Background: an optimization exercise with open tools, aiming at small area and a short achievable clock period. Do not read the settings as production practice.

Setup of build 43:
// RF_ALU
module RF_ALU (input clk,
               input RegSet,
               input RegWrite,
               input [3:0] ALU_control,
               input [31:0] instr,
               input [31:0] Writedata,
               output reg [31:0] rd1,
               output reg [31:0] rd2,
               output [31:0] ALU_result,
               output reg Zero);
Size in the first run: about 4500 cells after synthesis, roughly 1200 flip-flops, roughly 170 I/O pins.
==> module rf_mux32, before the edit <==
module rf_mux32 (input [31:0] sel, input [31:0] d, output q);
wire [15:0] t;
wire [3:0] u;
wire [1:0] v;
genvar j;
generate
    for (j = 0; j < 16; j = j + 1) begin : l1
        g_aoi22 x (.a1(sel[2*j]), .a2(d[2*j]), .b1(sel[2*j+1]), .b2(d[2*j+1]), .y(t[j]));
    end
    for (j = 0; j < 4; j = j + 1) begin : l2
        g_nand4 x (.a(t[4*j]), .b(t[4*j+1]), .c(t[4*j+2]), .d(t[4*j+3]), .y(u[j]));
    end
endgenerate
g_nor2 v0 (.a(u[0]), .b(u[1]), .y(v[0]));
g_nor2 v1 (.a(u[2]), .b(u[3]), .y(v[1]));
g_nand2 o (.a(v[0]), .b(v[1]), .y(q));
endmodule
==> module g_aoi22, before the edit <==
module g_aoi22 (input a1, input a2, input b1, input b2, output y);
assign y = ~((a1 & a2) | (b1 & b2));
endmodule
Settings: LEC_CHECK=0, CAP_MARGIN=20, CORE_MARGIN=2, CORE_UTILIZATION=40, SETUP_SLACK_MARGIN=5, SLEW_MARGIN=20, SYNTH_HIERARCHICAL=1; clock period 9.0 ns.
run.sh (not shown) runs the stock make flow with config.mk's settings and CLKGATE_MAP_FILE= SYNTH_SCRIPT=/design/flow/synth_recipe.tcl, a recipe that flattens the netlist after the stock synthesis.
Build 43: full flow OK, the timing, DRC and antenna checks passed
Here is what was changed in the inputs of trial 97 compared with build 43.
==> flow/design.v, changed modules only <==
module rf_mux32 (input [31:0] sel, input [31:0] d, output q);
wire [3:0] u;
wire [1:0] v;
genvar j;
generate
    for (j = 0; j < 4; j = j + 1) begin : l1
        rf_mux8 x (.sel(sel[8*j +: 8]), .d(d[8*j +: 8]), .y(u[j]));
    end
endgenerate
g_nor2 v0 (.a(u[0]), .b(u[1]), .y(v[0]));
g_nor2 v1 (.a(u[2]), .b(u[3]), .y(v[1]));
g_nand2 o (.a(v[0]), .b(v[1]), .y(q));
endmodule
module rf_mux8 (input [7:0] sel, input [7:0] d, output y);
assign y = |(sel & d);
endmodule
// module g_aoi22 removed
==> comparison <==
Trial 97 | stages: all done | timing, DRC, antenna: all pass
Area after synthesis, build 43 and trial 97, higher one = build 43.
Trial 97 ends up with lower final clock period utilization by the worst path than build 43 does.
Trial 97 reports a lower time the final worst path needs with I/O delays and setup than build 43 does.
The higher data required time of the critical path came out of trial 97.
Trial 97 vs. build 43: synthesized-area fraction occupied by ao, oa, aoi and oai cells went down by 6.1 points.
Trial 97 vs. build 43: critical path depth saw a decrease, finished layout cell area dropped about 9%, wire length shrank by 6.2%.
Number of clock buffers inserted by TritonCTS: build 43 and trial 97 compared, lower one is build 43
No functional check of the RTL was part of any run of this note.


RF_ALU, a different RTL version from the one above (not shown whole).
Size: about 4600 cells after synthesis, roughly 170 I/O pins, roughly 49000 um^2 of cells after synthesis.
clock: 9.0 ns
lec_check: 0
cap_margin: 20
core_margin: 2
core_utilization: 40
setup_slack_margin: 5
slew_margin: 20
synth_hierarchical: 1
Edit:
--- a/flow/design.v
+++ b/flow/design.v
@@ -530,23 +530,24 @@
 g_oai21 p4g22 (.a1(l4t_22), .a2(n_l3g_6), .b1(l4g_22), .y(l5g_22));
 g_inv i_n_l3g_7 (.a(l3g_7), .y(n_l3g_7));
 g_oai21 p4g23 (.a1(l4t_23), .a2(n_l3g_7), .b1(l4g_23), .y(l5g_23));
 g_oai21 p4g24 (.a1(l4t_24), .a2(l4g_8), .b1(l4g_24), .y(l5g_24));
 g_oai21 p4g25 (.a1(l4t_25), .a2(l4g_9), .b1(l4g_25), .y(l5g_25));
 g_oai21 p4g26 (.a1(l4t_26), .a2(l4g_10), .b1(l4g_26), .y(l5g_26));
 g_oai21 p4g27 (.a1(l4t_27), .a2(l4g_11), .b1(l4g_27), .y(l5g_27));
 g_oai21 p4g28 (.a1(l4t_28), .a2(l4g_12), .b1(l4g_28), .y(l5g_28));
 g_oai21 p4g29 (.a1(l4t_29), .a2(l4g_13), .b1(l4g_29), .y(l5g_29));
 g_oai21 p4g30 (.a1(l4t_30), .a2(l4g_14), .b1(l4g_30), .y(l5g_30));
 g_oai21 p4g31 (.a1(l4t_31), .a2(l4g_15), .b1(l4g_31), .y(l5g_31));
-assign Zero = (rd1 == rd2);
+reg [1:0] zq;
+assign Zero = zq[0] & zq[1];
 assign ALU_result[0] = alu_p[0];
 g_xnor2 s1 (.a(alu_p[1]), .b(alu_g[0]), .y(ALU_result[1]));
 g_xor2 s2 (.a(alu_p[2]), .b(alu_g[1]), .y(ALU_result[2]));
 g_xnor2 s3 (.a(alu_p[3]), .b(l2g_2), .y(ALU_result[3]));
 g_xnor2 s4 (.a(alu_p[4]), .b(l2g_3), .y(ALU_result[4]));
 g_xor2 s5 (.a(alu_p[5]), .b(l3g_4), .y(ALU_result[5]));
 g_xor2 s6 (.a(alu_p[6]), .b(l3g_5), .y(ALU_result[6]));
 g_xor2 s7 (.a(alu_p[7]), .b(l3g_6), .y(ALU_result[7]));
 g_xor2 s8 (.a(alu_p[8]), .b(l3g_7), .y(ALU_result[8]));
 g_xnor2 s9 (.a(alu_p[9]), .b(l4g_8), .y(ALU_result[9]));
 g_xnor2 s10 (.a(alu_p[10]), .b(l4g_9), .y(ALU_result[10]));
@@ -566,22 +567,24 @@
 g_xor2 s24 (.a(alu_p[24]), .b(l5g_23), .y(ALU_result[24]));
 g_xor2 s25 (.a(alu_p[25]), .b(l5g_24), .y(ALU_result[25]));
 g_xor2 s26 (.a(alu_p[26]), .b(l5g_25), .y(ALU_result[26]));
 g_xor2 s27 (.a(alu_p[27]), .b(l5g_26), .y(ALU_result[27]));
 g_xor2 s28 (.a(alu_p[28]), .b(l5g_27), .y(ALU_result[28]));
 g_xor2 s29 (.a(alu_p[29]), .b(l5g_28), .y(ALU_result[29]));
 g_xor2 s30 (.a(alu_p[30]), .b(l5g_29), .y(ALU_result[30]));
 g_xor2 s31 (.a(alu_p[31]), .b(l5g_30), .y(ALU_result[31]));
 always @(posedge clk) begin
     rd1 <= a;
     rd2 <= b;
+    zq[0] <= (a[15:0] == b[15:0]);
+    zq[1] <= (a[31:16] == b[31:16]);
     alu_p <= op_arith ? (a ^ b) : op_and ? (a & b) : op_or ? (a | b) : ALU_result;
     alu_g[0] <= g0n[0];
     alu_g[1] <= l1g_1;
     alu_g[2] <= l1g_2;
     alu_g[3] <= l1g_3;
     alu_g[4] <= l1g_4;
     alu_g[5] <= l1g_5;
     alu_g[6] <= l1g_6;
     alu_g[7] <= l1g_7;
     alu_g[8] <= l1g_8;
     alu_g[9] <= l1g_9;
After rerunning: The changed run finished clean; count of clock-buffer cells in the layout rises by 19; wire length falls by a few percent; design area barely changes; setup slack is better by 47 ps; cell count falls slightly; global-route usage falls by 0.56 points; first-iteration DRC count rises by roughly a tenth.
Function was not checked in any run of this note: the RTL went through the layout flow alone.

-- port drivers added, routing unchanged --
No port has a modelled driver above. Below, the same layouts with a new extraction and two added sets of constraints. Step 1: set_driving_cell puts a clkbuf_16 on clk and a buf_2 on each other input, an assumption about the parent block. Step 2, shift: input delay + t, output delay - t, t = (earliest + latest rising clock arrival at the registers) / 2. This alone moves slack from input paths to output paths. Three values: ideal, step 1, step 2; two values: the first two.
run | shift t [ns] | slack for setup (ns) | hold WS [ns] | worst data-port slew with drivers (ns)
build 43 | 0.829 | 4.595 / 4.632 / 3.803 | 0.546 / 0.546 / 0.546 | 0.21
trial 97 | 0.839 | 4.732 / 4.763 / 3.924 | 0.511 / 0.511 / 0.511 | 0.08
the first run of note 2 | 0.796 | 4.867 / 4.793 / 4.251 | 0.510 / 0.510 / 0.510 | 0.08
the second run of note 2 | 0.839 | 4.914 / 4.841 / 4.023 | 0.509 / 0.509 / 0.509 | 0.14
After both steps setup and hold are still met in every run listed. For the second run of note 2, which loses most, drivers alone change the setup slack by -0.073 ns; drivers and shift together by -0.891 ns.
